From an optimization exercise on the open Yosys and OpenROAD flow, aimed at small area; shortcuts taken in it are not production practice.
Only simulation tests tie the RTL to the original design; equivalence was not proved.
Power and IR drop assume default switching activity.

==> design/flow/design.v <==
module SD_TOP(
    input      rst_n,
    input      clk,
    input      SD_MISO,
    output     SD_CK,
    output     SD_MOSI,
    output     SD_CSn
);
function [12:0] dec13(input [12:0] x);
    integer i; reg bw;
    begin
        bw = 1'b1;
        for(i = 0; i < 13; i = i + 1)begin
            dec13[i] = x[i] ^ bw;
            bw       = bw & ~x[i];
        end
    end
endfunction
function [5:0] dec6(input [5:0] x);
    integer i; reg bw;
    begin
        bw = 1'b1;
        for(i = 0; i < 6; i = i + 1)begin
            dec6[i] = x[i] ^ bw;
            bw      = bw & ~x[i];
        end
    end
endfunction
function [3:0] dec4(input [3:0] x);
    integer i; reg bw;
    begin
        bw = 1'b1;
        for(i = 0; i < 4; i = i + 1)begin
            dec4[i] = x[i] ^ bw;
            bw      = bw & ~x[i];
        end
    end
endfunction
function [2:0] inc3(input [2:0] x);
    begin
        inc3 = {x[2] ^ (x[1] & x[0]), x[1] ^ x[0], ~x[0]};
    end
endfunction
reg [3:0] dv;
always@(posedge clk or negedge rst_n)begin
    if(!rst_n) dv <= 4'd0;
    else       dv <= dec4(dv);
end
wire rise = (dv == 4'd0);
wire fall = (dv == 4'd8);
assign SD_CK = dv[3];
localparam C0    = 5'd0,   
           W01   = 5'd1,   
           C8    = 5'd2,   
           WA    = 5'd3,   
           C55   = 5'd4,   
           C55W  = 5'd5,   
           A41   = 5'd6,   
           A41W  = 5'd7,   
           C17   = 5'd8,   
           RRESP = 5'd9,   
           RDUM  = 5'd10,  
           RREAD = 5'd11,  
           C24   = 5'd16,  
           WCW   = 5'd17,  
           WCP   = 5'd18,  
           WDATA = 5'd24,  
           WDATF = 5'd25,  
           WDUM  = 5'd26,  
           WFIRE = 5'd27;  
localparam [47:0] CMD0   = {8'h40,8'h00,8'h00,8'h00,8'h00,8'h95};
localparam [47:0] CMD8   = {8'h48,8'h00,8'h00,8'h01,8'haa,8'h87};
localparam [47:0] CMD55  = {8'h77,8'h00,8'h00,8'h00,8'h00,8'hff};
localparam [47:0] ACMD41 = {8'h69,8'h40,8'h00,8'h00,8'h00,8'hff};
localparam [47:0] CMD17  = {8'h51,8'h00,8'h00,8'h00,8'h00,8'hff};
localparam [47:0] CMD24  = {8'h58,8'h00,8'h00,8'h00,8'h00,8'hff};
reg [4:0]  st;
reg [12:0] mc;    
reg [5:0]  rc;    
reg        en,rv;
reg [3:0]  t;     
reg        mosi,cs;
reg [48:0] cv;
always@(*)begin
    case(st)
        C0     : cv = {CMD0  ,1'b1};
        C8     : cv = {CMD8  ,1'b1};
        C55    : cv = {CMD55 ,1'b1};
        A41    : cv = {ACMD41,1'b1};
        C17    : cv = {CMD17 ,1'b1};
        default: cv = {CMD24 ,1'b1};
    endcase
end
wire hi    = |mc[12:6];
wire pre    = hi | (mc[5] & mc[4] & (|mc[3:0]));
wire cbit   = pre ? 1'b1 : cv[mc[5:0]];
wire mz     = ~hi & (mc[5:0] == 6'd0);
wire m1     = (mc == 13'd1);
wire [12:0] mcd = dec13(mc);
wire [7:0] wbyte = (mc[12] & mc[5])   ? 8'hfe :
                   (mc[12:4] == 9'd1) ? 8'hff : mc[10:3];
wire wbit = wbyte[mc[2:0]];
wire p00 = (t == 4'b0111);
wire pfe = (t == 4'b1111);
wire b = SD_MISO;
always@(posedge clk or negedge rst_n)begin
    if(!rst_n)begin
        st   <= C0;
        mc   <= 13'd1073;
        rc   <= 6'd0;
        en   <= 1'b0;
        rv   <= 1'b0;
        t    <= 4'd0;
        mosi <= 1'b0;
        cs   <= 1'b0;
    end
    else if(fall)begin
        case(st)
            C0,C8,C55,A41,C17,C24:begin
                cs   <= pre;
                mosi <= cbit;
                mc   <= mcd;
                if(!pre)begin
                    if(mz)begin
                        mc <= (st == C17) ? 13'd128 : 13'd0;
                        st <= (st == C0) ? W01 : (st == C8) ? WA : RRESP;
                    end
                    else if(m1 & (st == C55 | st == A41))begin
                        mc <= 13'd127;
                        st <= (st == C55) ? C55W : A41W;
                    end
                    else if(m1 & (st == C24))begin
                        mc <= 13'd2047;
                        st <= WCW;
                    end
                end
            end
            W01:begin
                mosi <= 1'b1;
                cs   <= rv;
                if(rv)begin
                    st <= t[1] ? C8 : C0;
                    mc <= t[1] ? 13'd1072 : 13'd1073;
                end
            end
            WA:begin
                if(rv)begin
                    cs <= 1'b1;
                    st <= t[2] ? C55 : C8;
                    mc <= t[2] ? 13'd48 : 13'd50;
                end
                else begin
                    cs   <= 1'b0;
                    mosi <= 1'b1;
                end
            end
            C55W:begin
                if(!mz)begin
                    mosi <= 1'b1;
                    mc   <= mcd;
                    cs   <= rv & t[1];
                    if(rv & t[1])begin
                        st <= A41;
                        mc <= 13'd48;
                    end
                end
                else begin
                    cs <= 1'b1;
                    st <= C8;
                    mc <= 13'd50;
                end
            end
            A41W:begin
                if(!mz)begin
                    cs   <= 1'b0;
                    mosi <= 1'b1;
                    mc   <= mcd;
                    if(rv & t[0])begin
                        st <= C17;
                        mc <= 13'd98;
                    end
                end
                else begin
                    cs <= 1'b1;
                    st <= C8;
                    mc <= 13'd50;
                end
            end
            RRESP:begin
                if(!mz)begin
                    cs <= 1'b0;
                    mc <= mcd;
                    if(p00)begin
                        st <= RDUM;
                        mc <= 13'd2048;
                    end
                end
                else begin
                    cs <= 1'b1;
                    st <= C17;
                    mc <= 13'd97;
                end
            end
            RDUM:begin
                if(!mz)begin
                    mc <= mcd;
                    if(pfe)begin
                        st <= RREAD;
                        mc <= 13'd4104;
                    end
                end
                else begin
                    st <= C17;
                    mc <= 13'd97;
                end
            end
            RREAD:begin
                if(!mz) mc <= mcd;
                else begin
                    st <= C24;
                    mc <= 13'd50;
                end
            end
            WCW:begin
                if(!mz) mc <= mcd;
                else begin
                    st <= C24;
                    mc <= 13'd49;
                end
            end
            WCP:begin
                if(!mz) mc <= mcd;
                else begin
                    st   <= WDATA;
                    mc   <= 13'd4135;
                    cs   <= 1'b1;
                    mosi <= 1'b1;
                end
            end
            WDATA,WDATF:begin
                cs <= 1'b0;
                if(mc[12:4] == 9'd0)begin
                    mosi <= 1'b1;
                    st   <= (st == WDATA) ? WDUM : WFIRE;
                end
                else begin
                    mosi <= wbit;
                    mc   <= mcd;
                end
                if(st == WDATF) rc <= (|rc) ? dec6(rc) : rc;
            end
            WFIRE:begin
                rc <= (|rc) ? dec6(rc) : rc;
                if(rc == 6'd0) cs <= 1'b1;
            end
            default:;
        endcase
    end
    else if(rise)begin
        case(st[4:3])
            2'b00:begin 
                if(!mosi)begin
                    en <= 1'b0;
                    t  <= 4'd0;
                end
                else if(!b & !en)begin
                    rv   <= 1'b0;
                    en   <= 1'b1;
                    rc   <= 6'd47;
                    t[0] <= 1'b1;
                end
                else if(en)begin
                    if(rc != 6'd0)begin
                        rc <= dec6(rc);
                        if(rc >= 6'd42)      t[0] <= t[0] & ~b;
                        else if(rc == 6'd41) begin
                            t[1] <= t[0] &  b;
                            t[0] <= t[0] & ~b;
                        end
                        else if(rc == 6'd20) t[2] <= ~b;
                        else if(rc == 6'd19 | rc == 6'd18) t[2] <= t[2] & ~b;
                        else if(rc == 6'd17) t[2] <= t[2] & b;
                    end
                    else begin
                        rv <= 1'b1;
                        en <= 1'b0;
                    end
                end
                else rv <= 1'b0;
            end
            2'b01:begin 
                if(t[3])begin
                    if(t[2:0] == 3'd7) t <= b ? 4'b1000 : 4'b0001;
                    else if(b)         t <= {1'b1, (t[2:0] == 3'd6) ? 3'd6 : inc3(t[2:0])};
                    else               t <= (t[2:0] == 3'd6) ? 4'b1111 : 4'b0000;
                end
                else begin
                    if(b) t <= 4'b1000;
                    else  t <= {1'b0, (t[2:0] == 3'd7) ? 3'd7 : inc3(t[2:0])};
                end
            end
            2'b10:begin 
                if(!mosi | b) t <= 4'd0;
                else          t <= {1'b0, (t[2:0] == 3'd7) ? 3'd7 : inc3(t[2:0])};
                if(st == WCW & mosi & !b & (t[2:0] == 3'd7) & (hi | (mc[5] & (mc[4] | (mc[3] & (|mc[2:0]))))))begin
                    st <= WCP;
                    mc <= 13'd40;
                end
            end
            default:begin 
                if(st == WDATF & !mosi)begin
                    st <= WDATA;
                    t  <= 4'd3;
                end
                if(st == WDATA | st == WDUM)begin
                    if(!mosi) t <= 4'd3;
                    else if(t[3])begin
                        if(!b) t <= 4'd8;
                        else if(t[2:0] == 3'd7)begin
                            st <= (st == WDATA) ? WDATF : WFIRE;
                            rc <= 6'd40;
                        end
                        else t <= {t[3], inc3(t[2:0])};
                    end
                    else begin
                        case(t[2:0])
                            3'd0: t <= b ? 4'd1 : 4'd0;
                            3'd1: t <= b ? 4'd2 : 4'd0;
                            3'd2: t <= b ? 4'd3 : 4'd0;
                            3'd3: t <= b ? 4'd3 : 4'd4;
                            3'd4: t <= b ? 4'd1 : 4'd5;
                            3'd5: t <= b ? 4'd6 : 4'd0;
                            3'd6: t <= b ? 4'd2 : 4'd7;
                            3'd7: t <= b ? 4'd9 : 4'd0;
                        endcase
                    end
                end
            end
        endcase
    end
end
assign SD_MOSI = mosi;
assign SD_CSn  = cs;
endmodule
==> design/flow/flow/run.sh <==
#!/bin/bash
# Standard ORFS layout, except:
# - synthesis maps the logic with an area-oriented ABC script
#   (flow/abc_area.script) and leaves adders to ABC instead of mapping them
#   to half/full-adder cells first; the synthesis script itself
#   (synth_recipe.tcl) and every register are unchanged;
# - the port buffers are buf_1 cells;
# - clock tree synthesis uses clkbuf_4 cells and no dummy loads.
set -euo pipefail
W=$PWD
rm -rf "$W/scripts_area"
cp -r "$FLOW_HOME/scripts" "$W/scripts_area"
cp "$W/flow/abc_area.script" "$W/scripts_area/abc_area.script"
bash standard.sh synth SCRIPTS_DIR="$W/scripts_area" ADDER_MAP_FILE= > "$W/synth.log" 2>&1
bash standard.sh finish \
    "BUFFER_PORTS_ARGS=-buffer_cell sky130_fd_sc_hd__buf_1" \
    "CTS_ARGS=-sink_clustering_enable -repair_clock_nets -dont_use_dummy_load -buf_list sky130_fd_sc_hd__clkbuf_8 -root_buf sky130_fd_sc_hd__clkbuf_4" \
    > "$W/layout.log" 2>&1
==> design/flow/flow/abc_area.script <==
strash
dc2
&get -n; &deepsyn -T 150; &put
strash; &get -n; &dch -f; &nf -R 1000; &put
strash; &get -n; &dch -f; &nf -R 1000; &put
topo
dnsize
==> design/flow/standard.sh <==
#!/bin/bash
# synth_recipe.tcl (not shown) runs the flow's synth.tcl, then flattens the netlist and writes it again
# the make line also repeats each setting of config.mk as NAME=value (left out here)
make -C /OpenROAD-flow-scripts/flow DESIGN_CONFIG=/design/flow/config.mk WORK_HOME=/design/flow/orfs CLKGATE_MAP_FILE= SYNTH_SCRIPT=/design/flow/synth_recipe.tcl "${@:-finish}"
==> design/flow/config.mk <==
export PLATFORM = sky130hd
export DESIGN_NAME = SD_TOP
export DESIGN_NICKNAME = SD_TOP
export VERILOG_FILES = /design/flow/design.v
export SDC_FILE = /design/flow/constraint.sdc
export NUM_CORES = 4
export LEC_CHECK = 0
export ABC_AREA = 1
export CAP_MARGIN = 20
export CORE_MARGIN = 2
export CORE_UTILIZATION = 40
export PLACE_DENSITY = 0.6
export SLEW_MARGIN = 20
==> design/flow/constraint.sdc <==
create_clock -name core_clock -period 10.0 [get_ports {clk}]
set_input_delay 2.0000 -clock core_clock [delete_from_list [all_inputs] [get_ports {clk}]]
set_output_delay 2.0000 -clock core_clock [all_outputs]
set_load 0.01 [all_outputs]
==> results of run 1 <==
## metal layers
metal  GRT usage  wire, µm  vias up
met5           0         0        -
li1            -         -     1267
met1      0.3358      3610     1293
met2      0.3076      3152      135
met4     0.08798       148        0
met3     0.04055       509       12
## worst max-delay path by stage
stage	from	endpoint	slack, ns	cells past startpoint
after global placement	SD_MISO	st[0]$_DFFE_PN0P_	5.59	12
final	SD_MISO	st[0]$_DFFE_PN0P_	5.83	12
after global routing	st[3]$_DFFE_PN0P_	mc[12]$_DFFE_PN0P_	5.48	18
after detailed placement	SD_MISO	st[0]$_DFFE_PN0P_	5.51	12
after floorplan	SD_MISO	st[0]$_DFFE_PN0P_	6.15	11
after CTS	SD_MISO	st[0]$_DFFE_PN0P_	5.88	12
## sequential cells by signal, summed over array words and instances (netlist names)
| name | cells |
|---|---|
| cs | 1 |
| t | 4 |
| rv | 1 |
| st | 5 |
| mosi | 1 |
| rc | 6 |
| mc | 13 |
| dv | 4 |
| en | 1 |
## power by group
group | switching (W) | leakage [nW] | internal [W]
clock network | 0.0000521 | 0.0230 | 0.0000236
registers | 0.00000318 | 0.397 | 0.000148
logic | 0.00000665 | 0.543 | 0.00000335
total | 0.0000620 | 0.963 | 0.000175
## metrics by stage
step / instance area (µm²) / cells / hold slack (ns)
6_report: 2685 / 421 / 0.4975
2_1_floorplan: 2534 / 336 / 0.4562
3_5_place_dp: 2648 / 416 / 0.4831
5_1_grt: 2685 / 421 / 0.5345
3_3_place_gp: 2648 / 416 / 0.4795
4_1_cts: 2685 / 421 / 0.4999
## layout make-up
type	count	area, µm²
Fill cell	641	3341
Multi-Input combinational cell	289	1587
Sequential cell	36	905.9
Tap cell	75	93.84
Inverter	11	41.29
Clock buffer	5	37.54
Timing Repair Buffer	5	20.02
## synthesized netlist by cell type, drive strengths merged, types with 2 or more instances
cell | number | area [µm²]
nand2b | 10 | 62.56
nor3 | 16 | 80.08
nor4 | 4 | 25.02
dfstp | 4 | 105.1
a31oi | 9 | 56.30
o32ai | 2 | 17.52
o311ai | 3 | 26.28
xnor2 | 7 | 61.31
nand2 | 51 | 191.4
a21boi | 4 | 30.03
o221ai | 2 | 17.52
dfrtp | 32 | 800.8
or3 | 7 | 43.79
xor2 | 3 | 26.28
or2 | 5 | 31.28
a32o | 2 | 20.02
a32oi | 2 | 17.52
a21o | 3 | 22.52
clkinv | 11 | 41.29
o21a | 2 | 15.01
o21bai | 2 | 15.01
o211ai | 2 | 15.01
a21oi | 28 | 140.1
nand4 | 2 | 12.51
nand3b | 2 | 15.01
nor2 | 39 | 146.4
o22ai | 6 | 37.54
nor2b | 7 | 43.79
o21ai | 36 | 180.2
o31a | 2 | 17.52
nand3 | 13 | 65.06
## placed cells by master (no fill, tap or decap), types with 2 or more instances in the layout
cell type / netlist / layout
xnor2_1: 7 / 7
a21o_1: 3 / 3
buf_1: 0 / 4
nor3_1: 16 / 16
o32ai_1: 2 / 2
dfrtp_1: 32 / 32
nand2_1: 51 / 51
o21ai_0: 36 / 36
o221ai_1: 2 / 2
xor2_1: 3 / 3
o31a_1: 2 / 2
clkbuf_4: 0 / 5
nand4_1: 2 / 2
dfstp_2: 4 / 4
nand3b_1: 2 / 2
or3_1: 7 / 7
a21oi_1: 28 / 28
o22ai_1: 6 / 6
o21a_1: 2 / 2
nor2b_1: 7 / 7
a21boi_0: 4 / 4
a32oi_1: 2 / 2
nand2b_1: 10 / 10
nor2_1: 39 / 39
or2_0: 5 / 5
clkinv_1: 11 / 11
nor4_1: 4 / 4
a32o_1: 2 / 2
o211ai_1: 2 / 2
a31oi_1: 9 / 9
o21bai_1: 2 / 2
nand3_1: 13 / 13
o311ai_0: 3 / 3
## cells by family (layout without fill, tap and decap cells)
| family | after synthesis | in the layout | synth area share |
|---|---|---|---|
| compound gates | 116 | 116 | 0.2864 |
| xor+xnor | 10 | 10 | 0.03457 |
| buf+inv | 11 | 21 | 0.01630 |
| flops | 36 | 36 | 0.3575 |
| mux | 1 | 1 | 0.003951 |
| simple gates | 162 | 162 | 0.3012 |
==> flow_metrics.py, run 1 <==
metrics = {
    "place": {
        "gp_congestion": 0.9250,
        "hpwlAfterDp_um": 5296,
        "preCtsSetupSlack_ns": 5.508,
        "portBuffers": 5,
    },
    "layout": {
        "drive_gt1_frac": 0.02890,
        "final_core_util": 0.4456,
        "area.growth.synth_to_final_pct": 5.975,
        "nets": 351,
        "n_antenna_cell": 0,
    },
    "worst_setup_path": {
        "slowest_stage": "nand2b_1",
        "start_kind": "primary input",
        "critical_path_required_ns": 10.23,
        "arrival_ns": 4.41,
        "crit_type": "primary input to register",
        "reg2reg_to": "mc[12]$_DFFE_PN0P_",
        "path_delay_family": "simple AND/OR/NAND/NOR gates",
        "r2r-start": "st[3]$_DFFE_PN0P_",
        "crit_fanout": 11,
        "crit_buf_inv": 1,
        "endpoint_kind": "register",
        "reg2regPathDepth": 17,
        "ff2ff_setup_slack_ns": 5.85,
        "path_cells": "buf_1, nand3b_1, nor4_1, o21ai_0, nand2b_1, a211o_1, a31oi_1, nor2_1, o21ai_0, nand2_1, o32ai_1, nand2b_1",
        "crit_path_max_incr_delay_ns": 0.36,
    },
    "timing": {
        "fin_ws_ns": 5.828,
        "drv_slew": 0,
        "max_freq_ghz": 0.2397,
        "period_needed_ns": 4.172,
        "fin_tns_setup_ns": 0,
        "hold_violations": 0,
        "rsz0062_at_grt": "false",
        "fin_crit_sh": 0.4172,
        "tightest_slew_ns": 0.9142,
        "fin_skew_ns": 0.01063,
        "relSlewSlack": 0.3905,
        "setup_violations": 0,
    },
    "die": {
        "start_util": 0.4205,
        "die_h_um": 83.59,
        "fp.dieW_um": 83.59,
        "fp.dieArea_um2": 6986,
        "placementRows": 28,
        "ioPinCount": 6,
        "core_um2": 6026,
    },
    "synth": {
        "synth_nets": 339,
        "synth.cell_area_um2": 2534,
        "synth_edf_count": 0,
        "ys_ff_latch": 36,
        "async_reset_ff_frac": 1.000,
        "yosys_warnings": 1,
        "avgSynthCellArea_um2": 7.541,
        "ys_seq_area_frac": 0.3575,
        "syn-instance-count": 336,
        "ys_types": 49,
        "synthFlopType": "dfrtp_1",
    },
    "global_route": {
        "grt_pass1_wl_um": 12610,
        "grt_antenna_before_repair": 0,
        "overflow": 0,
        "grt_pass1_vias": 2501,
        "grt_usage": 0.2214,
        "grt_max_degree": 37,
    },
    "hold_path": {
        "hold_end": "dv[1]$_DFF_PN0_",
        "hold_start": "dv[1]$_DFF_PN0_",
        "hold_class": "register to register",
        "min_delay_path_depth": 1,
    },
    "clocking": {
        "cts_hold_buffers": 0,
        "postCtsSetupBuffers": 0,
        "cts_tree": "built",
        "cts_buffers": 5,
        "htreeDepth": 2,
        "clk_pin_slew_ns": 0.11,
        "clk_root_buffer_cell": "clkbuf_4",
        "clock_path_buffers": 2,
        "clock-sinks": 36,
        "clock_latency_ns": 0.35,
        "cts_resized": 0,
    },
    "route": {
        "num_vias": 2707,
        "wl_um": 7421,
        "via_per_inst": 6.430,
        "ant_nets": 0,
        "dr.pass1.iters": 7,
        "first_iter_violations": 361,
        "drc": 0,
        "wire_per_inst_um": 17.63,
    },
    "run": {
        "drv_cap": 0,
    },
    "outcome": {
        "status": "no timing/DRC/antenna violations",
    },
    "pwr": {
        "total_power_w": 0.0002366,
        "cellPowerDensity_nw_per_um2": 88.11,
        "peakVddDrop_mv": 0.05425,
        "p_leak_nw": 0.9633,
    },
}
==> inputs of run 2 (changes only) <==
--- a/design/flow/design.v
+++ b/design/flow/design.v
@@ -77,7 +77,7 @@
 reg [4:0]  st;
 reg [12:0] mc;    
 reg [5:0]  rc;    
-reg        en,rv;
+reg        rv;
 reg [3:0]  t;     
 reg        mosi,cs;
 reg [48:0] cv;
@@ -108,7 +108,6 @@
         st   <= C0;
         mc   <= 13'd1073;
         rc   <= 6'd0;
-        en   <= 1'b0;
         rv   <= 1'b0;
         t    <= 4'd0;
         mosi <= 1'b0;
@@ -260,30 +259,29 @@
         case(st[4:3])
             2'b00:begin 
                 if(!mosi)begin
-                    en <= 1'b0;
+                    rc <= 6'd0;
                     t  <= 4'd0;
                 end
-                else if(!b & !en)begin
+                else if(!b & (rc == 6'd0))begin
                     rv   <= 1'b0;
-                    en   <= 1'b1;
-                    rc   <= 6'd47;
+                    rc   <= 6'd48;
                     t[0] <= 1'b1;
                 end
-                else if(en)begin
-                    if(rc != 6'd0)begin
+                else if(rc != 6'd0)begin
+                    if(rc != 6'd1)begin
                         rc <= dec6(rc);
-                        if(rc >= 6'd42)      t[0] <= t[0] & ~b;
-                        else if(rc == 6'd41) begin
+                        if(rc >= 6'd43)      t[0] <= t[0] & ~b;
+                        else if(rc == 6'd42) begin
                             t[1] <= t[0] &  b;
                             t[0] <= t[0] & ~b;
                         end
-                        else if(rc == 6'd20) t[2] <= ~b;
-                        else if(rc == 6'd19 | rc == 6'd18) t[2] <= t[2] & ~b;
-                        else if(rc == 6'd17) t[2] <= t[2] & b;
+                        else if(rc == 6'd21) t[2] <= ~b;
+                        else if(rc == 6'd20 | rc == 6'd19) t[2] <= t[2] & ~b;
+                        else if(rc == 6'd18) t[2] <= t[2] & b;
                     end
                     else begin
                         rv <= 1'b1;
-                        en <= 1'b0;
+                        rc <= 6'd0;
                     end
                 end
                 else rv <= 1'b0;
--- a/design/flow/flow/run.sh
+++ b/design/flow/flow/run.sh
@@ -14,5 +14,5 @@
 bash standard.sh synth SCRIPTS_DIR="$W/scripts_area" ADDER_MAP_FILE= > "$W/synth.log" 2>&1
 bash standard.sh finish \
     "BUFFER_PORTS_ARGS=-buffer_cell sky130_fd_sc_hd__buf_1" \
-    "CTS_ARGS=-sink_clustering_enable -repair_clock_nets -dont_use_dummy_load -buf_list sky130_fd_sc_hd__clkbuf_8 -root_buf sky130_fd_sc_hd__clkbuf_4" \
+    "CTS_ARGS=-sink_clustering_enable -repair_clock_nets -dont_use_dummy_load -buf_list sky130_fd_sc_hd__clkbuf_4 -root_buf sky130_fd_sc_hd__clkbuf_4" \
     > "$W/layout.log" 2>&1
--- a/design/flow/config.mk
+++ b/design/flow/config.mk
@@ -8,6 +8,6 @@
 export ABC_AREA = 1
 export CAP_MARGIN = 20
 export CORE_MARGIN = 2
-export CORE_UTILIZATION = 40
-export PLACE_DENSITY = 0.6
+export CORE_UTILIZATION = 65
+export PLACE_DENSITY = 0.75
 export SLEW_MARGIN = 20
==> flow_metrics.py, run 2 <==
metrics = {
    "outcome": {
        "status": "no timing/DRC/antenna violations",
    },
    "timing": {
        "period_needed_ns": 3.920,
        "relSlewSlack": 0.4076,
        "rsz0062_at_grt": "false",
        "tightest_slew_ns": 0.8886,
        "fin_skew_ns": 0.01387,
        "max_freq_ghz": 0.2551,
        "hold_violations": 0,
        "setup_violations": 0,
        "drv_slew": 0,
        "fin_crit_sh": 0.3920,
        "fin_tns_setup_ns": 0,
    },
    "global_route": {
        "grt_pass1_vias": 2468,
        "grt_usage": 0.3644,
        "grt_max_degree": 36,
        "grt_pass1_wl_um": 12150,
        "grt_antenna_before_repair": 0,
        "overflow": 0,
    },
    "clocking": {
        "clk_root_buffer_cell": "clkbuf_4",
        "clk_pin_slew_ns": 0.10,
        "cts_resized": 0,
        "cts_buffers": 5,
        "clock_latency_ns": 0.33,
        "clock_path_buffers": 2,
        "htreeDepth": 2,
        "postCtsSetupBuffers": 0,
        "cts_tree": "built",
        "clock-sinks": 35,
        "cts_hold_buffers": 0,
    },
    "layout": {
        "area.growth.synth_to_final_pct": 4.948,
        "largest_reg_flops": 13,
        "drive_gt1_frac": 0.03161,
        "n_antenna_cell": 0,
        "largest_register": "mc",
        "final_common_cell": "nand2_1",
        "reg_top3": "mc (13), rc (6), st (5)",
        "fin_cells": 396,
        "nets": 353,
        "final_cell_mix": "nand2_1 (48), a21oi_1 (44), o21ai_0 (37)",
    },
    "run": {
        "drv_cap": 0,
    },
    "die": {
        "ioPinCount": 6,
        "die_h_um": 66.37,
        "fp.dieArea_um2": 4405,
        "fp.dieW_um": 66.37,
        "start_util": 0.6855,
        "core_um2": 3689,
        "placementRows": 22,
    },
    "synth": {
        "ys_types": 46,
        "synthTopCellsByArea": "dfrtp_1 (31%), a21oi_1 (8.7%), o21ai_0 (7.5%)",
        "synthFlopType": "dfrtp_1",
        "ys_ff_latch": 35,
        "synth.cell_area_um2": 2529,
        "synth_edf_count": 0,
        "async_reset_ff_frac": 1.000,
        "syn-instance-count": 337,
        "synth_nets": 340,
        "synth_top_area_cell": "dfrtp_1",
        "ys_top_cells_by_count": "nand2_1 (48), a21oi_1 (44), o21ai_0 (38)",
        "yosys_warnings": 1,
        "yosysTopAreaCellShare": 0.3068,
        "ys_seq_area_frac": 0.3483,
        "avgSynthCellArea_um2": 7.503,
        "synthMostInstantiatedCell": "nand2_1",
    },
    "place": {
        "gp_congestion": 1.021,
        "dp_cells": 391,
        "hpwlAfterDp_um": 5341,
        "portBuffers": 5,
    },
    "worst_setup_path": {
        "start_kind": "register",
        "endpoint_kind": "register",
        "critical_path_required_ns": 10.21,
        "arrival_ns": 4.14,
        "crit_fanout": 18,
        "crit_type": "register to register",
    },
    "pwr": {
        "p_int_w": 0.0001806,
        "swShare": 0.2706,
        "clock_power_share": 0.263,
        "switching_power_w": 0.00006698,
        "combinationalPowerShare": 0.104,
        "peakVddDrop_mv": 0.08137,
        "cellPowerDensity_nw_per_um2": 93.28,
        "power.share.sequential": 0.634,
        "p_leak_nw": 0.9682,
    },
    "route": {
        "ant_nets": 0,
        "first_iter_violations": 548,
        "drc": 0,
        "num_vias": 2808,
        "via_per_inst": 7.091,
        "dr.pass1.iters": 5,
        "wl_um": 7351,
        "wire_per_inst_um": 18.56,
    },
    "hold_path": {
        "hold_class": "register to register",
    },
}
==> run 2: changes by cell type in the layout (fill, tap and decap cells not counted), sizes merged, moves of 4 or more <==
cell / previous run / this run
a21oi: 28 / 44
and3: 1 / 6
nor2: 39 / 34
xnor2: 7 / 2
a21o: 3 / 7
and2: 1 / 5
clkinv: 11 / 7
o211ai: 2 / 6
o31ai: 1 / 5
==> run 2: power by group through the flow <==
stage / Sequential, W / Combinational (W) / Clock [W]
2_1_floorplan: 0.000156 / 0.0000179 / 0
3_3_place_gp: 0.000159 / 0.0000250 / 0
3_5_place_dp: 0.000159 / 0.0000253 / 0
4_1_cts: 0.000156 / 0.0000255 / 0.0000671
5_1_grt: 0.000158 / 0.0000295 / 0.0000717
6_report: 0.000157 / 0.0000257 / 0.0000650
==> run 2: cell families after synthesis <==
group,after synthesis,share of synthesized area
AND/OR/NAND/NOR,151,0.2820
buffers and inverters,7,0.01039
AO/OA/AOI/OAI,136,0.3286
XOR/XNOR,4,0.01386
flip-flops,35,0.3483
multiplexers,4,0.01682
==> run 2: final timing paths <==
check	from	end	slack [ns]	depth (start not counted)
min reg2reg	cs$_DFFE_PN0P_	cs$_DFFE_PN0P_	0.51	1
min	cs$_DFFE_PN0P_	cs$_DFFE_PN0P_	0.51	1
max in group asynchronous	rst_n	st[0]$_DFFE_PN0P_	7.67	1
max	st[3]$_DFFE_PN0P_	mc[12]$_DFFE_PN0P_	6.08	13
max reg2reg	st[3]$_DFFE_PN0P_	mc[12]$_DFFE_PN0P_	6.08	13
min in group asynchronous	rst_n	mc[2]$_DFFE_PN0P_	1.77	1
==> run 2: critical path: stages, from the launching register on <==
cell	delay (ns)
dfrtp_1	0.70
or2_0	0.30
nor2_1	0.19
o21ai_0	0.23
o21ai_0	0.17
a41o_1	0.26
o21ai_0	0.24
nor2_1	0.14
nor2_1	0.22
nand2_1	0.17
o21ai_0	0.67
o211ai_1	0.26
a21oi_1	0.20
a31oi_1	0.06
==> run 2: cell type report <==
type,instances,area [µm²]
multi-input combinational,295,1622
tap,48,60.06
timing repair buffer,6,27.53
fill,303,1035
clock buffer,5,37.54
sequential,35,880.8
inverter,7,26.28
==> run 2: per-layer routing <==
layer,wire length (µm),vias to the layer above,global-route usage
met4,141,0,0.1148
met2,3127,219,0.5175
met1,3125,1270,0.5461
li1,-,1293,-
met5,0,-,0
met3,957,26,0.08177
==> run 2: per-stage QoR <==
step	util	total power (W)	worst slack [ns]	hold WS, ns	instance area, µm²
6_report	0.7195	0.0002476	6.080	0.5092	2654
5_1_grt	0.7195	0.0002589	5.720	0.5332	2654
4_1_cts	0.7195	0.0002488	6.111	0.5137	2654
3_5_place_dp	0.7093	0.0001843	6.056	0.4795	2616
3_3_place_gp	0.7093	0.0001838	6.213	0.4785	2616
2_1_floorplan	-	0.0001741	6.299	0.4787	2529
==> inputs of run 3 (changes only) <==
--- a/design/flow/design.v
+++ b/design/flow/design.v
@@ -94,6 +94,7 @@
 wire hi    = |mc[12:6];
 wire pre    = hi | (mc[5] & mc[4] & (|mc[3:0]));
 wire cbit   = pre ? 1'b1 : cv[mc[5:0]];
+wire wide   = hi | (mc[5] & (mc[4] | (mc[3] & (|mc[2:0])))); 
 wire mz     = ~hi & (mc[5:0] == 6'd0);
 wire m1     = (mc == 13'd1);
 wire [12:0] mcd = dec13(mc);
@@ -221,7 +222,11 @@
                 end
             end
             WCW:begin
-                if(!mz) mc <= mcd;
+                if(t[3] & wide)begin 
+                    st <= WCP;
+                    mc <= 13'd39;
+                end
+                else if(!mz) mc <= mcd;
                 else begin
                     st <= C24;
                     mc <= 13'd49;
@@ -232,6 +237,7 @@
                 else begin
                     st   <= WDATA;
                     mc   <= 13'd4135;
+                    rv   <= 1'b0;
                     cs   <= 1'b1;
                     mosi <= 1'b1;
                 end
@@ -240,13 +246,21 @@
                 cs <= 1'b0;
                 if(mc[12:4] == 9'd0)begin
                     mosi <= 1'b1;
-                    st   <= (st == WDATA) ? WDUM : WFIRE;
+                    st   <= (st == WDATF | rv) ? WFIRE : WDUM;
                 end
                 else begin
                     mosi <= wbit;
                     mc   <= mcd;
+                    st   <= ((st == WDATF | rv) & wbit) ? WDATF : WDATA;
                 end
                 if(st == WDATF) rc <= (|rc) ? dec6(rc) : rc;
+                else            rc <= 6'd39;
+            end
+            WDUM:begin
+                if(rv)begin
+                    st <= WFIRE;
+                    rc <= 6'd39;
+                end
             end
             WFIRE:begin
                 rc <= (|rc) ? dec6(rc) : rc;
@@ -300,24 +314,17 @@
             2'b10:begin 
                 if(!mosi | b) t <= 4'd0;
                 else          t <= {1'b0, (t[2:0] == 3'd7) ? 3'd7 : inc3(t[2:0])};
-                if(st == WCW & mosi & !b & (t[2:0] == 3'd7) & (hi | (mc[5] & (mc[4] | (mc[3] & (|mc[2:0]))))))begin
-                    st <= WCP;
-                    mc <= 13'd40;
-                end
+                if(st == WCW & mosi & !b & (t[2:0] == 3'd7)) t[3] <= 1'b1;
             end
             default:begin 
-                if(st == WDATF & !mosi)begin
-                    st <= WDATA;
-                    t  <= 4'd3;
-                end
                 if(st == WDATA | st == WDUM)begin
-                    if(!mosi) t <= 4'd3;
+                    if(!mosi)begin
+                        t  <= 4'd3;
+                        rv <= 1'b0;
+                    end
                     else if(t[3])begin
                         if(!b) t <= 4'd8;
-                        else if(t[2:0] == 3'd7)begin
-                            st <= (st == WDATA) ? WDATF : WFIRE;
-                            rc <= 6'd40;
-                        end
+                        else if(t[2:0] == 3'd7) rv <= 1'b1; 
                         else t <= {t[3], inc3(t[2:0])};
                     end
                     else begin
==> design/flow/flow/run.sh (replaced) <==
#!/bin/bash
# Standard ORFS layout, except:
# - synthesis maps the logic with an area-oriented ABC script
#   (flow/abc_area.script, built around ABC's &deepsyn) and leaves adders to
#   ABC instead of mapping them to half/full-adder cells first. The
#   synthesis script itself (synth_recipe.tcl) and every register are
#   unchanged. &deepsyn is a randomised search, so synthesis runs once per
#   seed, in parallel, and the layout continues from the smallest netlist;
# - the port buffers are buf_1 cells;
# - clock tree synthesis uses small clusters of clkbuf_4 cells and no dummy loads.
set -euo pipefail
W=$PWD
SEEDS="1 2 3 4"
for k in $SEEDS; do
    rm -rf "$W/scripts_$k" "$W/orfs_$k"
    cp -r "$FLOW_HOME/scripts" "$W/scripts_$k"
    sed "s/SEED/$k/" "$W/flow/abc_area.script" > "$W/scripts_$k/abc_area.script"
    ( bash standard.sh synth SCRIPTS_DIR="$W/scripts_$k" ADDER_MAP_FILE= \
          WORK_HOME="$W/orfs_$k" > "$W/synth_$k.log" 2>&1 || true ) &
done
wait
best=""
bestarea=""
for k in $SEEDS; do
    f="$W/orfs_$k/reports/$FLOW_PLATFORM/SD_TOP/base/synth_stat.txt"
    [[ -f "$W/orfs_$k/results/$FLOW_PLATFORM/SD_TOP/base/1_synth.odb" && -f "$f" ]] || continue
    a=$(grep "Chip area" "$f" | awk '{print $NF}')
    echo "seed $k: synthesised area $a" >> "$W/synth_choice.log"
    if [[ -z "$best" ]] || awk -v a="$a" -v b="$bestarea" 'BEGIN{exit !(a < b)}'; then
        best=$k
        bestarea=$a
    fi
done
echo "using seed $best" >> "$W/synth_choice.log"
rm -rf "$W/orfs"
cp -a "$W/orfs_$best" "$W/orfs"
bash standard.sh finish \
    "BUFFER_PORTS_ARGS=-buffer_cell sky130_fd_sc_hd__buf_1" \
    "CTS_ARGS=-sink_clustering_enable -repair_clock_nets -dont_use_dummy_load -sink_clustering_size 5 -sink_clustering_max_diameter 40 -buf_list sky130_fd_sc_hd__clkbuf_4 -root_buf sky130_fd_sc_hd__clkbuf_4" \
    > "$W/layout.log" 2>&1
==> design/flow/flow/abc_area.script (replaced) <==
strash
dc2
&get -n; &deepsyn -T 300 -S SEED; &put
strash; &get -n; &dch -f; &nf -R 1000; &put
strash; &get -n; &dch -f; &nf -R 1000; &put
topo
dnsize
==> flow_metrics.py, run 3 <==
metrics = {
    "synth": {
        "syn-instance-count": 319,
        "synthFlopType": "dfrtp_1",
        "yosys_warnings": 1,
        "synth_nets": 322,
        "yosysTopAreaCellShare": 0.3127,
        "async_reset_ff_frac": 1.000,
        "ys_ff_latch": 35,
        "ys_top_cells_by_count": "nand2_1 (43), nor2_1 (38), dfrtp_1 (31)",
        "avgSynthCellArea_um2": 7.778,
        "synthMostInstantiatedCell": "nand2_1",
        "synthTopCellsByArea": "dfrtp_1 (31%), nand2_1 (6.5%), nor2_1 (5.7%)",
        "ys_types": 45,
        "synth_top_area_cell": "dfrtp_1",
        "ys_seq_area_frac": 0.3550,
        "synth.cell_area_um2": 2481,
        "synth_edf_count": 0,
    },
    "route": {
        "first_iter_violations": 395,
        "via_per_inst": 7.141,
        "num_vias": 2692,
        "drc": 0,
        "wire_per_inst_um": 18.53,
        "wl_um": 6986,
        "dr.pass1.iters": 6,
        "ant_nets": 0,
    },
    "clocking": {
        "postCtsSetupBuffers": 0,
        "clock_latency_ns": 0.36,
        "cts_hold_buffers": 0,
        "clk_pin_slew_ns": 0.12,
        "cts_buffers": 5,
        "htreeDepth": 2,
        "clk_root_buffer_cell": "clkbuf_4",
        "cts_resized": 0,
        "clock_path_buffers": 2,
        "cts_tree": "built",
        "clock-sinks": 35,
    },
    "layout": {
        "n_antenna_cell": 0,
        "reg_top3": "mc (13), rc (6), st (5)",
        "final_common_cell": "nand2_1",
        "nets": 334,
        "largest_reg_flops": 13,
        "largest_register": "mc",
        "final_core_util": 0.7098,
        "area.growth.synth_to_final_pct": 4.740,
        "drive_gt1_frac": 0.03040,
        "final_cell_mix": "nand2_1 (43), nor2_1 (38), dfrtp_1 (31)",
    },
    "pwr": {
        "cellPowerDensity_nw_per_um2": 99.39,
        "peakVddDrop_mv": 0.07149,
        "p_leak_nw": 1.007,
    },
    "die": {
        "fp.dieArea_um2": 4327,
        "die_h_um": 65.78,
        "start_util": 0.6777,
        "core_um2": 3661,
        "placementRows": 22,
        "ioPinCount": 6,
        "fp.dieW_um": 65.78,
    },
    "run": {
        "drv_cap": 0,
    },
    "timing": {
        "relSlewSlack": 0.4188,
        "fin_crit_sh": 0.3694,
        "fin_tns_setup_ns": 0,
        "fin_skew_ns": 0.03363,
        "period_needed_ns": 3.694,
        "holdWs_ns": 0.5072,
        "tightest_slew_ns": 0.8718,
        "max_freq_ghz": 0.2707,
        "fin_ws_ns": 6.306,
        "rsz0062_at_grt": "false",
        "hold_violations": 0,
        "drv_slew": 0,
        "setup_violations": 0,
    },
    "worst_setup_path": {
        "reg2reg_to": "rv$_DFFE_PN0P_",
        "start_kind": "register",
        "endpoint_kind": "register",
        "arrival_ns": 3.92,
        "reg2regPathDepth": 13,
        "ff2ff_setup_slack_ns": 6.31,
        "crit_type": "register to register",
        "r2r-start": "mc[1]$_DFFE_PN0P_",
        "critical_path_required_ns": 10.22,
        "crit_fanout": 13,
    },
    "place": {
        "portBuffers": 5,
        "gp_congestion": 0.9976,
        "preCtsSetupSlack_ns": 6.193,
        "hpwlAfterDp_um": 4970,
    },
    "global_route": {
        "grt_pass1_vias": 2478,
        "grt_max_degree": 36,
        "grt_usage": 0.3484,
        "grt_antenna_before_repair": 0,
        "overflow": 0,
        "grt_pass1_wl_um": 11620,
    },
    "outcome": {
        "status": "no timing/DRC/antenna violations",
    },
    "hold_path": {
        "hold_end": "cs$_DFFE_PN0P_",
        "min_delay_path_depth": 2,
        "hold_start": "cs$_DFFE_PN0P_",
        "hold_class": "register to register",
    },
}
==> run 3: cell count changes after synthesis, moves of 5 or more <==
cell	previous run	this run
a31oi_1	6	11
a21oi_1	44	25
o22ai_1	5	10
o21ai_0	38	24
xor2_1	2	7
a211oi_1	0	5
nand2_1	48	43
==> run 3: logic make-up (layout without fill, tap and decap cells) <==
kind of cell / after synthesis / in the layout / share of synthesized area
simple gates: 144 / 144 / 0.2698
compound gates: 121 / 121 / 0.3192
flops: 35 / 35 / 0.3550
xor+xnor: 11 / 11 / 0.03883
buf+inv: 6 / 16 / 0.009077
mux: 2 / 2 / 0.008069
==> run 3: worst max-delay path by stage <==
stage / start / end / depth (start not counted)
after floorplan: SD_MISO / t[3]$_DFFE_PN0P_ / 8
after global placement: SD_MISO / t[3]$_DFFE_PN0P_ / 9
after detailed placement: SD_MISO / t[3]$_DFFE_PN0P_ / 9
after CTS: mc[1]$_DFFE_PN0P_ / rv$_DFFE_PN0P_ / 13
after global routing: st[3]$_DFFE_PN0P_ / st[2]$_DFFE_PN0P_ / 11
final: mc[1]$_DFFE_PN0P_ / rv$_DFFE_PN0P_ / 13
==> run 3: cell type report <==
cell class	instances	area [µm²]
sequential	35	880.8
clock buffer	5	37.54
fill	314	1062
inverter	6	22.52
timing repair buffer	5	20.02
multi-input combinational	278	1578
tap	48	60.06
==> run 3: routing by layer <==
metal	part of all wire	vias up	GRT usage
met5	0	-	0
met3	0.076	36	0.07325
met2	0.48	171	0.5657
met4	0.042	0	0.1849
li1	-	1236	-
met1	0.41	1249	0.4338
==> run 3: per-stage QoR <==
| stage | cell area, µm² | power [W] | std cells |
|---|---|---|---|
| after floorplan | 2481 | 0.0001781 | 319 |
| final | 2599 | 0.0002583 | 377 |
| after global routing | 2599 | 0.0002666 | 377 |
| after detailed placement | 2561 | 0.0001893 | 372 |
| after global placement | 2561 | 0.0001881 | 372 |
| after CTS | 2599 | 0.0002575 | 377 |
==> run 3: worst max-delay path: stages (launching register included) <==
cell      delay [ns]
dfrtp_1         0.46
or3_1           0.43
or3_1           0.40
nor2_1          0.16
nand2_1         0.20
a22oi_1         0.22
o21ai_0         0.10
a21oi_1         0.31
nor2_1          0.14
nand2_1         0.10
and2_0          0.65
nand3_1         0.20
nand3b_1        0.13
nand2_1         0.06
==> run 3: power by group <==
| part | internal [W] | switching, W | leakage [nW] |
|---|---|---|---|
| clock network | 0.0000235 | 0.0000473 | 0.0230 |
| registers | 0.000147 | 0.00000978 | 0.419 |
| logic | 0.0000122 | 0.0000181 | 0.565 |
==> inputs of run 4 (changes only) <==
--- a/design/flow/flow/run.sh
+++ b/design/flow/flow/run.sh
@@ -7,7 +7,6 @@
 #   unchanged. &deepsyn is a randomised search, so synthesis runs once per
 #   seed, in parallel, and the layout continues from the smallest netlist;
 # - the port buffers are buf_1 cells;
-# - clock tree synthesis uses small clusters of clkbuf_4 cells and no dummy loads.
 set -euo pipefail
 W=$PWD
 SEEDS="1 2 3 4"
@@ -36,5 +35,4 @@
 cp -a "$W/orfs_$best" "$W/orfs"
 bash standard.sh finish \
     "BUFFER_PORTS_ARGS=-buffer_cell sky130_fd_sc_hd__buf_1" \
-    "CTS_ARGS=-sink_clustering_enable -repair_clock_nets -dont_use_dummy_load -sink_clustering_size 5 -sink_clustering_max_diameter 40 -buf_list sky130_fd_sc_hd__clkbuf_4 -root_buf sky130_fd_sc_hd__clkbuf_4" \
     > "$W/layout.log" 2>&1
==> flow_metrics.py, run 4 <==
metrics = {
    "outcome": {
        "status": "no timing/DRC/antenna violations",
    },
    "route": {
        "wl_um": 6963,
        "via_per_inst": 7.097,
        "num_vias": 2697,
        "dr.pass1.iters": 5,
        "drc": 0,
        "ant_nets": 0,
        "first_iter_violations": 329,
        "wire_per_inst_um": 18.32,
    },
    "place": {
        "dpl_cell_area_um2": 2561,
        "portBuffers": 5,
        "hpwlAfterDp_um": 4970,
        "dp_cells": 372,
        "gp_congestion": 0.9976,
    },
    "synth": {
        "ys_types": 45,
        "ys_ff_latch": 35,
        "synth.cell_area_um2": 2481,
        "synthTopCellsByArea": "dfrtp_1 (31%), nand2_1 (6.5%), nor2_1 (5.7%)",
        "ys_top_cells_by_count": "nand2_1 (43), nor2_1 (38), dfrtp_1 (31)",
        "async_reset_ff_frac": 1.000,
        "synth_nets": 322,
        "ys_seq_area_frac": 0.3550,
        "yosysTopAreaCellShare": 0.3127,
        "synth_edf_count": 0,
        "avgSynthCellArea_um2": 7.778,
        "yosys_warnings": 1,
        "synth_top_area_cell": "dfrtp_1",
        "synthMostInstantiatedCell": "nand2_1",
        "syn-instance-count": 319,
        "synthFlopType": "dfrtp_1",
    },
    "clocking": {
        "postCtsSetupBuffers": 0,
        "cts_tree": "built",
        "clock_latency_ns": 0.29,
        "clk_root_buffer_cell": "clkbuf_8",
        "htreeDepth": 2,
        "clk_pin_slew_ns": 0.08,
        "cts_resized": 0,
        "clock_path_buffers": 2,
        "clock-sinks": 35,
        "cts_hold_buffers": 0,
        "cts_buffers": 5,
    },
    "worst_setup_path": {
        "endpoint_kind": "register",
        "crit_path_max_incr_delay_ns": 0.70,
        "reg2reg_to": "mc[2]$_DFFE_PN0P_",
        "path_cells": "or2_0, a21oi_1, o21ai_0, a31oi_1, nor2b_1, nand2_1, a31o_1, o21ai_0, a21boi_0, o22ai_1",
        "start_kind": "register",
        "critical_path_required_ns": 10.16,
        "slowest_stage": "nor2b_1",
        "reg2regPathDepth": 10,
        "worstSetupStartpoint": "st[3]$_DFFE_PN0P_",
        "crit_type": "register to register",
        "r2r-start": "st[3]$_DFFE_PN0P_",
        "crit_end": "mc[2]$_DFFE_PN0P_",
        "crit_fanout": 23,
        "arrival_ns": 3.88,
        "ff2ff_setup_slack_ns": 6.28,
        "worst_path_most_repeated_cell": "o21ai_0",
    },
    "pwr": {
        "p_leak_nw": 1.042,
        "peakVddDrop_mv": 0.07742,
        "cellPowerDensity_nw_per_um2": 120.2,
    },
    "global_route": {
        "overflow": 0,
        "grt_max_degree": 36,
        "grt_antenna_before_repair": 0,
        "grt_usage": 0.3470,
        "grt_pass1_vias": 2496,
        "grt_pass1_wl_um": 11630,
    },
    "timing": {
        "holdWs_ns": 0.4971,
        "fin_tns_setup_ns": 0,
        "fin_skew_ns": 0.004517,
        "setup_violations": 0,
        "period_needed_ns": 3.725,
        "drv_slew": 0,
        "fin_crit_sh": 0.3725,
        "relSlewSlack": 0.4164,
        "rsz0062_at_grt": "false",
        "tightest_slew_ns": 0.8754,
        "max_freq_ghz": 0.2685,
        "hold_violations": 0,
    },
    "die": {
        "start_util": 0.6777,
        "fp.dieArea_um2": 4327,
        "fp.dieW_um": 65.78,
        "core_um2": 3661,
        "placementRows": 22,
        "die_h_um": 65.78,
        "ioPinCount": 6,
    },
    "layout": {
        "final_common_cell": "nand2_1",
        "final_core_util": 0.7314,
        "drive_gt1_frac": 0.03916,
        "nets": 334,
        "area.growth.synth_to_final_pct": 7.917,
        "largest_reg_flops": 13,
        "design_area_um2": 2678,
        "n_antenna_cell": 0,
        "largest_register": "mc",
        "num-fill-cells": 304,
        "reg_top3": "mc (13), rc (6), st (5)",
        "seqCellArea_um2": 880.8,
        "fin_cells": 380,
        "multi_input_area_um2": 1578,
        "final_cell_mix": "nand2_1 (43), nor2_1 (38), dfrtp_1 (31)",
    },
    "run": {
        "drv_cap": 0,
    },
    "hold_path": {
        "hold_class": "register to register",
    },
}
run 4: layout make-up:
cell class                 instances  area share
clock inverter                     3     0.01776
multi-input combinational        278      0.5893
sequential                        35      0.3290
timing repair buffer               5    0.007477
tap                               48     0.02243
clock buffer                       5     0.02570
inverter                           6    0.008411
run 4: metal layers:
metal / track usage / share of wire
met5: 0 / 0
met4: 0.1797 / 0.041
met3: 0.05622 / 0.095
met2: 0.5720 / 0.47
met1: 0.4371 / 0.40
run 4: worst max-delay path: cells and delay by family (launching register included):
family	cells	cell delay [ns]
AO/OA/AOI/OAI	7	1.56
flip-flops	1	0.65
AND/OR/NAND/NOR	3	1.39
run 4: how the worst min path moves through the flow:
| stage | from | to | slack (ns) | depth (start not counted) |
|---|---|---|---|---|
| 2_1_floorplan | dv[0]$_DFF_PN0_ | dv[0]$_DFF_PN0_ | 0.48 | 1 |
| 3_3_place_gp | cs$_DFFE_PN0P_ | cs$_DFFE_PN0P_ | 0.47 | 2 |
| 3_5_place_dp | cs$_DFFE_PN0P_ | cs$_DFFE_PN0P_ | 0.48 | 2 |
| 4_1_cts | cs$_DFFE_PN0P_ | cs$_DFFE_PN0P_ | 0.50 | 2 |
| 5_1_grt | cs$_DFFE_PN0P_ | cs$_DFFE_PN0P_ | 0.52 | 2 |
| 6_report | cs$_DFFE_PN0P_ | cs$_DFFE_PN0P_ | 0.50 | 2 |
run 4: cell families (layout without fill, tap and decap cells):
kind of cell	after synthesis	after routing	synth area share
AO/OA/AOI/OAI	121	121	0.3192
AND/OR/NAND/NOR	144	144	0.2698
flip-flops	35	35	0.3550
buffers and inverters	6	19	0.009077
XOR/XNOR	11	11	0.03883
multiplexers	2	2	0.008069
run 4: through the flow:
stage | power [W] | worst slack (ns)
after floorplan | 0.0001781 | 6.780
after global placement | 0.0001881 | 6.261
after detailed placement | 0.0001893 | 6.193
after CTS | 0.0003229 | 6.416
after global routing | 0.0003309 | 5.942
final | 0.0003219 | 6.275
run 4: power by group:
group	switching [W]	leakage, nW	total [W]	internal [W]
clock network	0.0000591	0.0587	0.000135	0.0000756
registers	0.00000971	0.419	0.000157	0.000147
logic	0.0000180	0.565	0.0000302	0.0000122
==> inputs of run 5 (changes only) <==
--- a/design/flow/design.v
+++ b/design/flow/design.v
@@ -75,7 +75,9 @@
 localparam [47:0] CMD17  = {8'h51,8'h00,8'h00,8'h00,8'h00,8'hff};
 localparam [47:0] CMD24  = {8'h58,8'h00,8'h00,8'h00,8'h00,8'hff};
 reg [4:0]  st;
-reg [12:0] mc;    
+localparam [12:0] MK = 13'd1073;
+reg [12:0] mcx;
+wire [12:0] mc = mcx ^ MK;
 reg [5:0]  rc;    
 reg        rv;
 reg [3:0]  t;     
@@ -107,7 +109,7 @@
 always@(posedge clk or negedge rst_n)begin
     if(!rst_n)begin
         st   <= C0;
-        mc   <= 13'd1073;
+        mcx  <= 13'd0;
         rc   <= 6'd0;
         rv   <= 1'b0;
         t    <= 4'd0;
@@ -119,18 +121,18 @@
             C0,C8,C55,A41,C17,C24:begin
                 cs   <= pre;
                 mosi <= cbit;
-                mc   <= mcd;
+                mcx   <= (mcd) ^ MK;
                 if(!pre)begin
                     if(mz)begin
-                        mc <= (st == C17) ? 13'd128 : 13'd0;
+                        mcx <= ((st == C17) ? 13'd128 : 13'd0) ^ MK;
                         st <= (st == C0) ? W01 : (st == C8) ? WA : RRESP;
                     end
                     else if(m1 & (st == C55 | st == A41))begin
-                        mc <= 13'd127;
+                        mcx <= (13'd127) ^ MK;
                         st <= (st == C55) ? C55W : A41W;
                     end
                     else if(m1 & (st == C24))begin
-                        mc <= 13'd2047;
+                        mcx <= (13'd2047) ^ MK;
                         st <= WCW;
                     end
                 end
@@ -140,14 +142,14 @@
                 cs   <= rv;
                 if(rv)begin
                     st <= t[1] ? C8 : C0;
-                    mc <= t[1] ? 13'd1072 : 13'd1073;
+                    mcx <= (t[1] ? 13'd1072 : 13'd1073) ^ MK;
                 end
             end
             WA:begin
                 if(rv)begin
                     cs <= 1'b1;
                     st <= t[2] ? C55 : C8;
-                    mc <= t[2] ? 13'd48 : 13'd50;
+                    mcx <= (t[2] ? 13'd48 : 13'd50) ^ MK;
                 end
                 else begin
                     cs   <= 1'b0;
@@ -157,86 +159,86 @@
             C55W:begin
                 if(!mz)begin
                     mosi <= 1'b1;
-                    mc   <= mcd;
+                    mcx   <= (mcd) ^ MK;
                     cs   <= rv & t[1];
                     if(rv & t[1])begin
                         st <= A41;
-                        mc <= 13'd48;
+                        mcx <= (13'd48) ^ MK;
                     end
                 end
                 else begin
                     cs <= 1'b1;
                     st <= C8;
-                    mc <= 13'd50;
+                    mcx <= (13'd50) ^ MK;
                 end
             end
             A41W:begin
                 if(!mz)begin
                     cs   <= 1'b0;
                     mosi <= 1'b1;
-                    mc   <= mcd;
+                    mcx   <= (mcd) ^ MK;
                     if(rv & t[0])begin
                         st <= C17;
-                        mc <= 13'd98;
+                        mcx <= (13'd98) ^ MK;
                     end
                 end
                 else begin
                     cs <= 1'b1;
                     st <= C8;
-                    mc <= 13'd50;
+                    mcx <= (13'd50) ^ MK;
                 end
             end
             RRESP:begin
                 if(!mz)begin
                     cs <= 1'b0;
-                    mc <= mcd;
+                    mcx <= (mcd) ^ MK;
                     if(p00)begin
                         st <= RDUM;
-                        mc <= 13'd2048;
+                        mcx <= (13'd2048) ^ MK;
                     end
                 end
                 else begin
                     cs <= 1'b1;
                     st <= C17;
-                    mc <= 13'd97;
+                    mcx <= (13'd97) ^ MK;
                 end
             end
             RDUM:begin
                 if(!mz)begin
-                    mc <= mcd;
+                    mcx <= (mcd) ^ MK;
                     if(pfe)begin
                         st <= RREAD;
-                        mc <= 13'd4104;
+                        mcx <= (13'd4104) ^ MK;
                     end
                 end
                 else begin
                     st <= C17;
-                    mc <= 13'd97;
+                    mcx <= (13'd97) ^ MK;
                 end
             end
             RREAD:begin
-                if(!mz) mc <= mcd;
+                if(!mz) mcx <= (mcd) ^ MK;
                 else begin
                     st <= C24;
-                    mc <= 13'd50;
+                    mcx <= (13'd50) ^ MK;
                 end
             end
             WCW:begin
                 if(t[3] & wide)begin 
                     st <= WCP;
-                    mc <= 13'd39;
+                    mcx <= (13'd39) ^ MK;
                 end
-                else if(!mz) mc <= mcd;
+                else if(!mz) mcx <= (mcd) ^ MK;
                 else begin
                     st <= C24;
-                    mc <= 13'd49;
+                    mcx <= (13'd49) ^ MK;
                 end
             end
             WCP:begin
-                if(!mz) mc <= mcd;
+                if(!mz) mcx <= (mcd) ^ MK;
                 else begin
                     st   <= WDATA;
-                    mc   <= 13'd4135;
+                    mcx   <= (13'd4135) ^ MK;
                     rv   <= 1'b0;
                     cs   <= 1'b1;
                     mosi <= 1'b1;
@@ -250,7 +252,7 @@
                 end
                 else begin
                     mosi <= wbit;
-                    mc   <= mcd;
+                    mcx   <= (mcd) ^ MK;
                     st   <= ((st == WDATF | rv) & wbit) ? WDATF : WDATA;
                 end
                 if(st == WDATF) rc <= (|rc) ? dec6(rc) : rc;
--- a/design/flow/flow/run.sh
+++ b/design/flow/flow/run.sh
@@ -7,6 +7,7 @@
 #   unchanged. &deepsyn is a randomised search, so synthesis runs once per
 #   seed, in parallel, and the layout continues from the smallest netlist;
 # - the port buffers are buf_1 cells;
+# - clock tree synthesis uses a clkbuf_4 root, clkbuf_8 branches and no dummy loads.
 set -euo pipefail
 W=$PWD
 SEEDS="1 2 3 4"
@@ -35,4 +36,5 @@
 cp -a "$W/orfs_$best" "$W/orfs"
 bash standard.sh finish \
     "BUFFER_PORTS_ARGS=-buffer_cell sky130_fd_sc_hd__buf_1" \
+    "CTS_ARGS=-sink_clustering_enable -repair_clock_nets -dont_use_dummy_load -root_buf sky130_fd_sc_hd__clkbuf_4 -tree_buf sky130_fd_sc_hd__clkbuf_8 -buf_list sky130_fd_sc_hd__clkbuf_8" \
     > "$W/layout.log" 2>&1
==> flow_metrics.py, run 5 <==
metrics = {
    "global_route": {
        "grt_usage": 0.3525,
        "grt_antenna_before_repair": 0,
        "grt_pass1_vias": 2360,
        "grt_max_degree": 36,
        "grt_pass1_wl_um": 11670,
        "overflow": 0,
    },
    "synth": {
        "avgSynthCellArea_um2": 7.561,
        "async_reset_ff_frac": 1.000,
        "yosysTopAreaCellShare": 0.3564,
        "yosys_warnings": 1,
        "synthMostInstantiatedCell": "o21ai_0",
        "synth.cell_area_um2": 2457,
        "synth_top_area_cell": "dfrtp_1",
        "ys_top_cells_by_count": "o21ai_0 (43), nor2_1 (42), nand2_1 (39)",
        "ys_ff_latch": 35,
        "synth_nets": 328,
        "ys_types": 45,
        "ys_seq_area_frac": 0.3564,
        "syn-instance-count": 325,
        "synthTopCellsByArea": "dfrtp_1 (36%), o21ai_0 (8.8%), a21oi_1 (6.5%)",
        "synthFlopType": "dfrtp_1",
        "synth_edf_count": 0,
    },
    "place": {
        "portBuffers": 5,
        "gp_congestion": 1.028,
        "hpwlAfterDp_um": 4951,
        "dpl_cell_area_um2": 2545,
        "preCtsSetupSlack_ns": 6.158,
    },
    "timing": {
        "rsz0062_at_grt": "false",
        "setup_violations": 0,
        "fin_crit_sh": 0.3725,
        "drv_slew": 0,
        "relSlewSlack": 0.4130,
        "max_freq_ghz": 0.2685,
        "fin_ws_ns": 6.275,
        "tightest_slew_ns": 0.8806,
        "hold_violations": 0,
        "period_needed_ns": 3.725,
        "fin_skew_ns": 0.01799,
        "fin_tns_setup_ns": 0,
    },
    "route": {
        "dr.pass1.iters": 6,
        "num_vias": 2673,
        "first_iter_violations": 563,
        "via_per_inst": 6.961,
        "ant_nets": 0,
        "wire_per_inst_um": 17.87,
        "wl_um": 6861,
        "drc": 0,
    },
    "outcome": {
        "status": "no timing/DRC/antenna violations",
    },
    "clocking": {
        "clk_root_buffer_cell": "clkbuf_4",
        "cts_resized": 0,
        "clock-sinks": 35,
        "clock_latency_ns": 0.34,
        "clock_path_buffers": 2,
        "postCtsSetupBuffers": 0,
        "cts_hold_buffers": 0,
        "htreeDepth": 2,
        "cts_buffers": 5,
        "clk_pin_slew_ns": 0.11,
        "cts_tree": "built",
    },
    "layout": {
        "n_antenna_cell": 0,
        "design_area_um2": 2582,
        "nets": 341,
        "final_core_util": 0.7054,
        "drive_gt1_frac": 0.02083,
        "reg_top3": "mcx (13), rc (6), st (5)",
        "area.growth.synth_to_final_pct": 5.092,
        "final_cell_mix": "o21ai_0 (43), nor2_1 (42), nand2_1 (39)",
        "final_common_cell": "o21ai_0",
        "largest_register": "mcx",
        "largest_reg_flops": 13,
    },
    "die": {
        "die_h_um": 65.49,
        "fp.dieW_um": 65.49,
        "ioPinCount": 6,
        "fp.dieArea_um2": 4288,
        "start_util": 0.6712,
        "core_um2": 3661,
        "placementRows": 22,
    },
    "hold_path": {
        "hold_end": "dv[1]$_DFF_PN0_",
        "min_delay_path_depth": 1,
        "hold_class": "register to register",
        "hold_start": "dv[1]$_DFF_PN0_",
    },
    "worst_setup_path": {
        "start_kind": "register",
        "path_cells": "nor2_1, nand2_1, a21oi_1, nor2_1, o21ai_0, o31a_1, a31oi_1, buf_4, nand2_1, a21oi_1, and2_0, o21ai_0, o21ai_0, nor2_1, a21oi_1, a31oi_1",
        "slowest_stage": "dfrtp_1",
        "reg2reg_to": "st[4]$_DFFE_PN0P_",
        "ff2ff_setup_slack_ns": 6.28,
        "r2r-start": "st[2]$_DFFE_PN0P_",
        "crit_type": "register to register",
        "reg2regPathDepth": 16,
        "arrival_ns": 3.92,
        "crit_path_max_incr_delay_ns": 0.74,
        "endpoint_kind": "register",
        "crit_fanout": 19,
        "critical_path_required_ns": 10.20,
    },
    "pwr": {
        "p_leak_nw": 0.9307,
        "cellPowerDensity_nw_per_um2": 94.05,
        "peakVddDrop_mv": 0.09005,
    },
    "run": {
        "drv_cap": 0,
    },
}
## run 5: cell types whose count changed in the layout (fill, tap and decap cells not counted), sizes merged, moves of 5 or more
| cell | delta |
|---|---|
| xnor2 | +6 |
| clkinv | +6 |
| o21ai | +19 |
| nor3 | -6 |
| o21a | -5 |
| a21oi | +7 |
| nand2b | -5 |
| o211ai | -6 |
| o22ai | -6 |
## run 5: kinds of logic (layout without fill, tap and decap cells)
group,Yosys count,after routing,share of synthesized area
buffers and inverters,13,24,0.01986
DFF,35,35,0.3564
and+or+nand+nor,135,135,0.2510
xor gates and xnor gates,14,14,0.04990
AOI/OAI and AO/OA,126,126,0.3142
muxes,2,2,0.008656
## run 5: layer usage
metal | GRT usage | vias up | wire length (µm) | share of wire
met3 | 0.09418 | 26 | 822 | 0.12
li1 | - | 1243 | - | -
met4 | 0.09115 | 0 | 128 | 0.019
met2 | 0.4719 | 192 | 2836 | 0.41
met1 | 0.5578 | 1212 | 3073 | 0.45
met5 | 0 | - | 0 | 0
## run 5: worst max path at each step
stage                        from                 to  slack [ns]  depth (start not counted)
5_1_grt        mcx[6]$_DFFE_PN0P_  st[4]$_DFFE_PN0P_        5.94                         14
6_report        st[2]$_DFFE_PN0P_  st[4]$_DFFE_PN0P_        6.28                         16
2_1_floorplan             SD_MISO   t[1]$_DFFE_PN0P_        6.65                          8
3_5_place_dp              SD_MISO   t[1]$_DFFE_PN0P_        6.16                          9
4_1_cts         st[2]$_DFFE_PN0P_  st[4]$_DFFE_PN0P_        6.43                         16
3_3_place_gp              SD_MISO   t[1]$_DFFE_PN0P_        6.25                          9
## run 5: final cells by class
class	instances	area, µm²
clock buffer	5	37.54
multi-input combinational	277	1533
tap	48	60.06
fill	299	1079
timing repair buffer	6	27.53
sequential	35	875.8
inverter	13	48.80
## run 5: where the power goes
part | internal, W | switching, W
registers | 0.000146 | 0.00000984
logic | 0.00000738 | 0.0000101
clock network | 0.0000235 | 0.0000462
total | 0.000177 | 0.0000661
## run 5: stage by stage
step,hold slack [ns],power (W),instances
6_report,0.5388,0.0002429,384
5_1_grt,0.5565,0.0002537,384
4_1_cts,0.5398,0.0002428,384
3_5_place_dp,0.5131,0.0001755,379
3_3_place_gp,0.5067,0.0001747,379
2_1_floorplan,0.4787,0.0001674,325
## run 5: worst max-delay path, delay by kind of cell, from the launching register on
kind                   cells  cell delay, ns
flip-flops                 1            0.74
AND/OR/NAND/NOR            6            1.07
AO/OA/AOI/OAI              9            1.55
buffers and inverters      1            0.21

## static timing again, ports no longer ideal
How much do the figures lean on ideal ports? The routed layouts below were timed once more, with nothing changed but the port constraints.
Step 1 (the two cells are an assumption about what drives the block):
set clk [get_ports {clk}]
set_driving_cell -lib_cell sky130_fd_sc_hd__clkbuf_16 $clk
set_driving_cell -lib_cell sky130_fd_sc_hd__buf_2 [delete_from_list [all_inputs] $clk]
Step 2 also shifts input and output timing later by t, the mid clock arrival at the registers, as if the neighbouring blocks saw the same clock.
Three values: ideal, step 1, step 2; two values: the first two.
run	shift t [ns]	slack for setup (ns)	hold WS [ns]	clock arrival spread, ns	worst slew at a driven data input, ns
run 1	0.370	5.828 / 5.838 / 5.467	0.497 / 0.497 / 0.497	0.010 / 0.011	0.03
run 2	0.348	6.080 / 6.080 / 5.962	0.509 / 0.509 / 0.509	0.013 / 0.013	0.03
run 3	0.369	6.306 / 6.306 / 6.141	0.507 / 0.507 / 0.507	0.034 / 0.033	0.03
run 4	0.318	6.275 / 6.275 / 6.154	0.497 / 0.497 / 0.497	0.005 / 0.005	0.03
run 5	0.362	6.275 / 6.275 / 6.071	0.539 / 0.539 / 0.539	0.018 / 0.018	0.03
After both steps every run listed still meets setup and hold. The setup slack of run 1, which loses most, moves by +0.010 ns with the drivers and by -0.361 ns with both steps.
